Context: an optimization exercise on an open-source flow, tuned for small area. The choices shown serve that exercise and are no tape-out recipe. Where RTL was checked, it was by simulation tests only, not by an equivalence proof against the original. No driver is modelled on the clock port, so clock power and skew are understated where the tree is cut down; a real chip needs a root buffer or a tree. No activity file was given, so power comes from the tool's default toggle rates.

// controllerModule
module controllerModule(B0, B1, B2, B3, RST, _4BCD, Q1, Q2, Q3, Q4, CLK);
Size in the first run: about 17 flip-flops.
==> flow/config.mk <==
export PLATFORM = sky130hd
export DESIGN_NAME = controllerModule
export DESIGN_NICKNAME = controllerModule
export VERILOG_FILES = /design/flow/design.v
export SDC_FILE = /design/flow/constraint.sdc
export NUM_CORES = 4
export LEC_CHECK = 0
export CAP_MARGIN = 20
export CORE_MARGIN = 2
export CORE_UTILIZATION = 40
export CTS_BUF_LIST = sky130_fd_sc_hd__clkbuf_4
export SLEW_MARGIN = 20
==> flow/constraint.sdc <==
create_clock -name core_clock -period 20.0 [get_ports {CLK}]
set_input_delay 4.0000 -clock core_clock [delete_from_list [all_inputs] [get_ports {CLK}]]
set_output_delay 4.0000 -clock core_clock [all_outputs]
set_load 0.01 [all_outputs]
standard.sh (not shown) runs the stock make flow with config.mk's settings and CLKGATE_MAP_FILE= SYNTH_SCRIPT=/design/flow/synth_recipe.tcl, a recipe that flattens the netlist after the stock synthesis.
==> flow/flow/run.sh <==
#!/bin/bash
# Own layout flow: the standard ORFS flow, with three changes that only
# affect how the layout is made:
#  - ABC maps the logic with an area-oriented script (flow/abc_area.script)
#    instead of the speed script (the clock period leaves plenty of slack);
#  - every input and output port still gets its own buffer, but a buf_1;
#  - the clock tree uses small clock buffers (CTS_BUF_LIST in config.mk).
set -euo pipefail
W=$(pwd)
rm -rf "$W/scripts"
cp -r "$FLOW_HOME/scripts" "$W/scripts"
cp "$W/flow/abc_area.script" "$W/scripts/abc_speed.script"
export SCRIPTS_DIR="$W/scripts"
export BUFFER_PORTS_ARGS="-buffer_cell sky130_fd_sc_hd__buf_1"
export CTS_ARGS="-buf_list sky130_fd_sc_hd__clkbuf_4 -root_buf sky130_fd_sc_hd__clkbuf_4 -dont_use_dummy_load -repair_clock_nets"
bash standard.sh > "$W/standard.log" 2>&1
==> flow/flow/abc_area.script <==
strash
&get -n
&deepsyn -T 30
&put
dch -f
&get -n
&nf -a -R 1000
&put
The baseline produced a clean layout.
Rerun with:
--- a/flow/flow/run.sh
+++ b/flow/flow/run.sh
@@ -13,4 +13,4 @@
 export SCRIPTS_DIR="$W/scripts"
 export BUFFER_PORTS_ARGS="-buffer_cell sky130_fd_sc_hd__buf_1"
-export CTS_ARGS="-buf_list sky130_fd_sc_hd__clkbuf_4 -root_buf sky130_fd_sc_hd__clkbuf_4 -dont_use_dummy_load -repair_clock_nets"
+export CTS_ARGS="-buf_list sky130_fd_sc_hd__clkbuf_8 -root_buf sky130_fd_sc_hd__clkbuf_8 -dont_use_dummy_load -repair_clock_nets"
 bash standard.sh > "$W/standard.log" 2>&1
Effect: Hold slack degrades by 0.014 ns; routed wire length went up by 1.7%; power went up by 6.0%; area after synthesis went down by 0.86%; non-clock buffer count does not change; first-iteration DRC count went down by 58%; cell area went up by 0.91%; global-route usage went down by 0.12 points; final cell count is unchanged; clock power went up by 43%; setup slack degrades by 0.25 ns.

========
Setup of the reference run:
controllerModule, a different RTL version from the one above (not shown whole).
Size: ~17 flip-flops, roughly 38 I/O pins, about 1000 sq um of cells after synthesis.
// controllerModule
module controllerModule(B0, B1, B2, B3, RST, _4BCD, Q1, Q2, Q3, Q4, CLK);
Settings: LEC_CHECK=0, CAP_MARGIN=20, CORE_AREA=2 2 66 66, CTS_BUF_LIST=sky130_fd_sc_hd__clkbuf_8, DIE_AREA=0 0 68 68, SLEW_MARGIN=20; clock period 20.0 ns.
==> flow/flow/run.sh <==
#!/bin/bash
# Own layout flow: the standard ORFS flow, with three changes that only
# affect how the layout is made:
#  - ABC maps the logic with an area-oriented script (flow/abc_area.script)
#    instead of the speed script (the clock period leaves plenty of slack);
#  - every input and output port still gets its own buffer, but a buf_1;
#  - the clock tree is a single clkbuf_8 (CTS builds a root and two leaves,
#    flow/post_cts.tcl moves the leaves' registers to the root's net).
# Each tool's log stays under orfs/logs/; make's own output goes to standard.log.
set -euo pipefail
W=$(pwd)
rm -rf "$W/scripts"
cp -r "$FLOW_HOME/scripts" "$W/scripts"
cp "$W/flow/abc_area.script" "$W/scripts/abc_speed.script"
export SCRIPTS_DIR="$W/scripts"
export BUFFER_PORTS_ARGS="-buffer_cell sky130_fd_sc_hd__buf_1"
export CTS_ARGS="-buf_list sky130_fd_sc_hd__clkbuf_8 -root_buf sky130_fd_sc_hd__clkbuf_8 -dont_use_dummy_load -repair_clock_nets"
export POST_CTS_TCL="$W/flow/post_cts.tcl"
bash standard.sh > "$W/standard.log" 2>&1
==> flow/flow/abc_area.script <==
strash
dch -f
&get -n
&nf -a -R 1000
&put
==> flow/flow/post_cts.tcl <==
# Collapse the clock tree to its root buffer: the design has only 17 registers,
# which one clock buffer drives within the slew limit.
set block [ord::get_db_block]
set root [$block findInst clkbuf_0_CLK]
set root_net [[$root findITerm X] getNet]
foreach inst [$block getInsts] {
  set name [$inst getName]
  if { $inst eq $root } { continue }
  if { ![string match "clkbuf_*" $name] } { continue }
  set in_net [[$inst findITerm A] getNet]
  if { $in_net eq "NULL" || [$in_net getName] ne [$root_net getName] } { continue }
  set onet [[$inst findITerm X] getNet]
  foreach it [$onet getITerms] {
    if { [[$it getInst] getName] eq $name } { continue }
    $it disconnect
    $it connect $root_net
  }
  [$inst findITerm A] disconnect
  [$inst findITerm X] disconnect
  odb::dbInst_destroy $inst
  odb::dbNet_destroy $onet
  puts "post_cts: removed clock buffer $name"
}
detailed_placement
check_placement -verbose
estimate_parasitics -placement
report_clock_min_period
The reference run reached the end of the flow, and the finished layout is clean on the timing, design-rule and antenna checks.
### the reference run -> the trial run
Settings: changing CTS_BUF_LIST from sky130_fd_sc_hd__clkbuf_8 to sky130_fd_sc_hd__clkbuf_4.
==> flow/flow/run.sh <==
#!/bin/bash
# Own layout flow: the standard ORFS flow, with changes that only
# affect how the layout is made:
#  - ABC optimises and maps the logic for area (flow/abc_area.script: a
#    deterministic &deepsyn run, then area mapping) instead of the speed
#    script, as the clock period leaves plenty of slack; half/full adders are
#    not extracted before ABC;
#  - every input and output port still gets its own buffer, but a buf_1;
#  - the clock tree is a single buf_6 (CTS builds a root and two leaves,
#    flow/post_cts.tcl moves the leaves' registers to the root's net).
# Each tool's log stays under orfs/logs/; make's own output goes to standard.log.
set -euo pipefail
W=$(pwd)
rm -rf "$W/scripts"
cp -r "$FLOW_HOME/scripts" "$W/scripts"
cp "$W/flow/abc_area.script" "$W/scripts/abc_speed.script"
export SCRIPTS_DIR="$W/scripts"
# no separate half/full-adder extraction: ABC sees all of the logic
export ADDER_MAP_FILE=
export BUFFER_PORTS_ARGS="-buffer_cell sky130_fd_sc_hd__buf_1"
export CTS_ARGS="-buf_list sky130_fd_sc_hd__buf_6 -root_buf sky130_fd_sc_hd__buf_6 -dont_use_dummy_load -repair_clock_nets"
export POST_CTS_TCL="$W/flow/post_cts.tcl"
bash standard.sh > "$W/standard.log" 2>&1
==> flow/flow/abc_area.script <==
strash
&get -n
&deepsyn -J 200 -S 0
&dch -f
&nf -a -R 1000 -p
&put
### Flow results
- The trial run reached the final stage; the timing, design-rule and antenna checks on its layout passed.
- The lower sequential share of layout area came out of the reference run.
- Taking the reference run as the reference, in the trial run routed metal-1 wire length up 77 um; power share of the combinational group up 1.1 points.
- When the trial run is measured against the reference run, its global-route usage turns out 0.60 points lower.
- The trial run against the reference run: area growth from synthesis to final layout roughly the same; required time of the critical path saw a decrease; design area -15 sq um.
- Where via count is concerned, the reference run is outperformed by the trial run.

========
Another version of the RTL of controllerModule (not shown whole).
Size: roughly 17 flip-flops, roughly 0.0010 sq mm of cells after synthesis.
## controllerModule
module controllerModule(B0, B1, B2, B3, RST, _4BCD, Q1, Q2, Q3, Q4, CLK);
export LEC_CHECK = 0
export CAP_MARGIN = 20
export CORE_AREA = 2 2 66 66
export CTS_BUF_LIST = sky130_fd_sc_hd__clkbuf_8
export DIE_AREA = 0 0 68 68
export SLEW_MARGIN = 20
create_clock -name core_clock -period 20.0 [get_ports {CLK}]
==> flow/flow/run.sh <==
#!/bin/bash
# Own layout flow: the standard ORFS flow, with three changes that only
# affect how the layout is made:
#  - ABC maps the logic with an area-oriented script (flow/abc_area.script)
#    instead of the speed script (the clock period leaves plenty of slack);
#  - every input and output port still gets its own buffer, but a buf_1;
#  - the clock tree is a single clkbuf_8 (CTS builds a root and two leaves,
#    flow/post_cts.tcl moves the leaves' registers to the root's net).
# Each tool's log stays under orfs/logs/; make's own output goes to standard.log.
set -euo pipefail
W=$(pwd)
rm -rf "$W/scripts"
cp -r "$FLOW_HOME/scripts" "$W/scripts"
cp "$W/flow/abc_area.script" "$W/scripts/abc_speed.script"
export SCRIPTS_DIR="$W/scripts"
export BUFFER_PORTS_ARGS="-buffer_cell sky130_fd_sc_hd__buf_1"
export CTS_ARGS="-buf_list sky130_fd_sc_hd__clkbuf_8 -root_buf sky130_fd_sc_hd__clkbuf_8 -dont_use_dummy_load -repair_clock_nets"
export POST_CTS_TCL="$W/flow/post_cts.tcl"
bash standard.sh > "$W/standard.log" 2>&1
==> flow/flow/abc_area.script <==
strash
&get -n
&deepsyn -J 200 -S 0
&dch -f
&nf -a -R 1000 -p
&put
Scripts as last shown in full above: flow/flow/post_cts.tcl
The baseline finished clean.
==> next run, changes <==
--- a/flow/flow/run.sh
+++ b/flow/flow/run.sh
@@ -1,6 +1,8 @@
 #!/bin/bash
-# Own layout flow: the standard ORFS flow, with three changes that only
+# Own layout flow: the standard ORFS flow, with changes that only
 # affect how the layout is made:
-#  - ABC maps the logic with an area-oriented script (flow/abc_area.script)
-#    instead of the speed script (the clock period leaves plenty of slack);
+#  - ABC optimises and maps the logic for area (flow/abc_area.script: a
+#    deterministic &deepsyn run, then area mapping) instead of the speed
+#    script, as the clock period leaves plenty of slack; half/full adders are
+#    not extracted before ABC;
 #  - every input and output port still gets its own buffer, but a buf_1;
@@ -15,2 +17,4 @@
 export SCRIPTS_DIR="$W/scripts"
+# no separate half/full-adder extraction: ABC sees all of the logic
+export ADDER_MAP_FILE=
 export BUFFER_PORTS_ARGS="-buffer_cell sky130_fd_sc_hd__buf_1"
Outcome: The new run completed with no timing, DRC or antenna violations; synthesized area went down slightly; sequential cell count does not change; wire length barely changes; sequential power rose by a few percent; global-route usage barely changes; die area is unchanged; utilization drops by 0.50 points; critical path depth climbs by 2; cell count is higher slightly; cell area came out lower slightly; via count came out lower slightly.
Function was not checked in any run of this note: the RTL went through the layout flow alone.

========
Setup of rev 12:
controllerModule with an RTL version that a note above also has.
Size: about 17 flip-flops, about 990 sq um of cells after synthesis.
==> flow/design.v (excerpt) <==
module controllerModule(B0, B1, B2, B3, RST, _4BCD, Q1, Q2, Q3, Q4, CLK);
  input B0;
  wire B0;
  input B1;
  wire B1;
  input B2;
  wire B2;
  input B3;
  wire B3;
  input RST;
  wire RST;
  output [15:0] _4BCD;
  wire [15:0] _4BCD;
  output [3:0] Q1;
  reg [3:0] Q1;
  output [3:0] Q2;
  reg [3:0] Q2;
  output [3:0] Q3;
  reg [3:0] Q3;
  output [3:0] Q4;
  reg [3:0] Q4;
  input CLK;
  wire CLK;
  wire _000_;
  wire _001_;
  wire _002_;
  wire _003_;
  wire _004_;
  wire _005_;
  wire _006_;
  wire _007_;
  wire _008_;
  wire _009_;
  wire _010_;
  wire _011_;
  wire _012_;
  wire _013_;
  wire _014_;
  wire _015_;
  wire _016_;
  wire _017_;
  wire _018_;
  wire _019_;
  wire _020_;
  wire _021_;
  wire _022_;
  wire _023_;
  wire _024_;
  wire _025_;
  wire _026_;
  wire _027_;
  wire _028_;
  wire _029_;
  wire _030_;
  wire _031_;
  wire _032_;
  wire _033_;
  wire _034_;
  wire _035_;
  wire _036_;
  wire _037_;
  wire _038_;
  wire _039_;
  wire _040_;
  wire _041_;
  wire _042_;
  wire _043_;
  wire _044_;
  wire _045_;
  wire _046_;
  wire _047_;
  wire _048_;
  wire _049_;
  wire _050_;
  wire _051_;
  wire _052_;
  wire _053_;
  wire _054_;
  wire _055_;
  wire _056_;
  wire _057_;
  wire _058_;
  wire _059_;
  wire _060_;
  wire _061_;
  wire _062_;
  wire _063_;
  wire _064_;
  ...
Settings: LEC_CHECK=0, CAP_MARGIN=20, CORE_AREA=2 2 66 66, CTS_BUF_LIST=sky130_fd_sc_hd__clkbuf_8, DIE_AREA=0 0 68 68, SLEW_MARGIN=20; clock period 20.0 ns.
==> flow/flow/run.sh <==
#!/bin/bash
# Own layout flow: the standard ORFS flow, with changes that only
# affect how the layout is made:
#  - ABC optimises and maps the logic for area (flow/abc_area.script: a
#    deterministic &deepsyn run, then area mapping) instead of the speed
#    script, as the clock period leaves plenty of slack; half/full adders are
#    not extracted before ABC;
#  - every input and output port still gets its own buffer, but a buf_1;
#  - the clock tree is a single clkbuf_8 (CTS builds a root and two leaves,
#    flow/post_cts.tcl moves the leaves' registers to the root's net).
# Each tool's log stays under orfs/logs/; make's own output goes to standard.log.
set -euo pipefail
W=$(pwd)
rm -rf "$W/scripts"
cp -r "$FLOW_HOME/scripts" "$W/scripts"
cp "$W/flow/abc_area.script" "$W/scripts/abc_speed.script"
export SCRIPTS_DIR="$W/scripts"
# no separate half/full-adder extraction: ABC sees all of the logic
export ADDER_MAP_FILE=
export BUFFER_PORTS_ARGS="-buffer_cell sky130_fd_sc_hd__buf_1"
export CTS_ARGS="-buf_list sky130_fd_sc_hd__buf_6 -root_buf sky130_fd_sc_hd__buf_6 -dont_use_dummy_load -repair_clock_nets"
export POST_CTS_TCL="$W/flow/post_cts.tcl"
bash standard.sh > "$W/standard.log" 2>&1
Scripts as last shown in full above: flow/flow/abc_area.script, flow/flow/post_cts.tcl
For rev 13, these inputs were changed with respect to rev 12:
diff --git a/flow/flow/run.sh b/flow/flow/run.sh
--- a/flow/flow/run.sh
+++ b/flow/flow/run.sh
@@ -20,3 +20,3 @@
 export BUFFER_PORTS_ARGS="-buffer_cell sky130_fd_sc_hd__buf_1"
-export CTS_ARGS="-buf_list sky130_fd_sc_hd__buf_6 -root_buf sky130_fd_sc_hd__buf_6 -dont_use_dummy_load -repair_clock_nets"
+export CTS_ARGS="-buf_list sky130_fd_sc_hd__clkbuf_8 -root_buf sky130_fd_sc_hd__clkbuf_8 -dont_use_dummy_load -repair_clock_nets"
 export POST_CTS_TCL="$W/flow/post_cts.tcl"
Results
Taking rev 12 as the reference, in rev 13 post-detailed-route via-to-cell ratio rose by 2.6%; cell area shows no meaningful change; biggest cell delay along the critical path level; final total power now sits higher; met2 global-route usage held steady.
Compare rev 13 and rev 12 | fraction of the cycle the final worst path needs higher: rev 12
Delta(least setup slack across all paths after layout, rev 13 - rev 12) > 0

## re-timing with driven ports
Ports are ideal in the flow. The routed layouts listed here were re-timed in OpenROAD. Step 1, drivers: a clkbuf_16 drives CLK and a buf_2 each remaining input, both assumed. Step 2 also shifts input and output timing later by t, the mid clock arrival at the registers, as if the neighbouring blocks saw the same clock. a / b / c = ideal ports / drivers / drivers and shift; a / b = the first two.
run | t (ns) | setup WS [ns] | worst setup path after step 2 | worst data-port slew with drivers (ns)
the first run of note 1 | 0.305 | 12.531 / 12.529 / 12.224 | input to register | 0.03
the second run of note 1 | 0.276 | 12.278 / 12.284 / 12.008 | input to register | 0.03
the reference run | 0.185 | 13.631 / 13.634 / 13.448 | input to register | 0.03
the trial run | 0.162 | 13.455 / 13.459 / 13.297 | input to register | 0.03
the first run of note 3 | 0.189 | 12.135 / 12.139 / 11.950 | input to register | 0.03
the second run of note 3 | 0.189 | 12.415 / 12.418 / 12.229 | input to register | 0.03
rev 12 | 0.162 | 13.455 / 13.459 / 13.297 | input to register | 0.03
rev 13 | 0.185 | 13.492 / 13.495 / 13.309 | input to register | 0.03
After both steps every run listed still meets setup and hold. For the first run of note 1, which loses most, drivers alone change the setup slack by -0.002 ns; drivers and shift together by -0.307 ns.
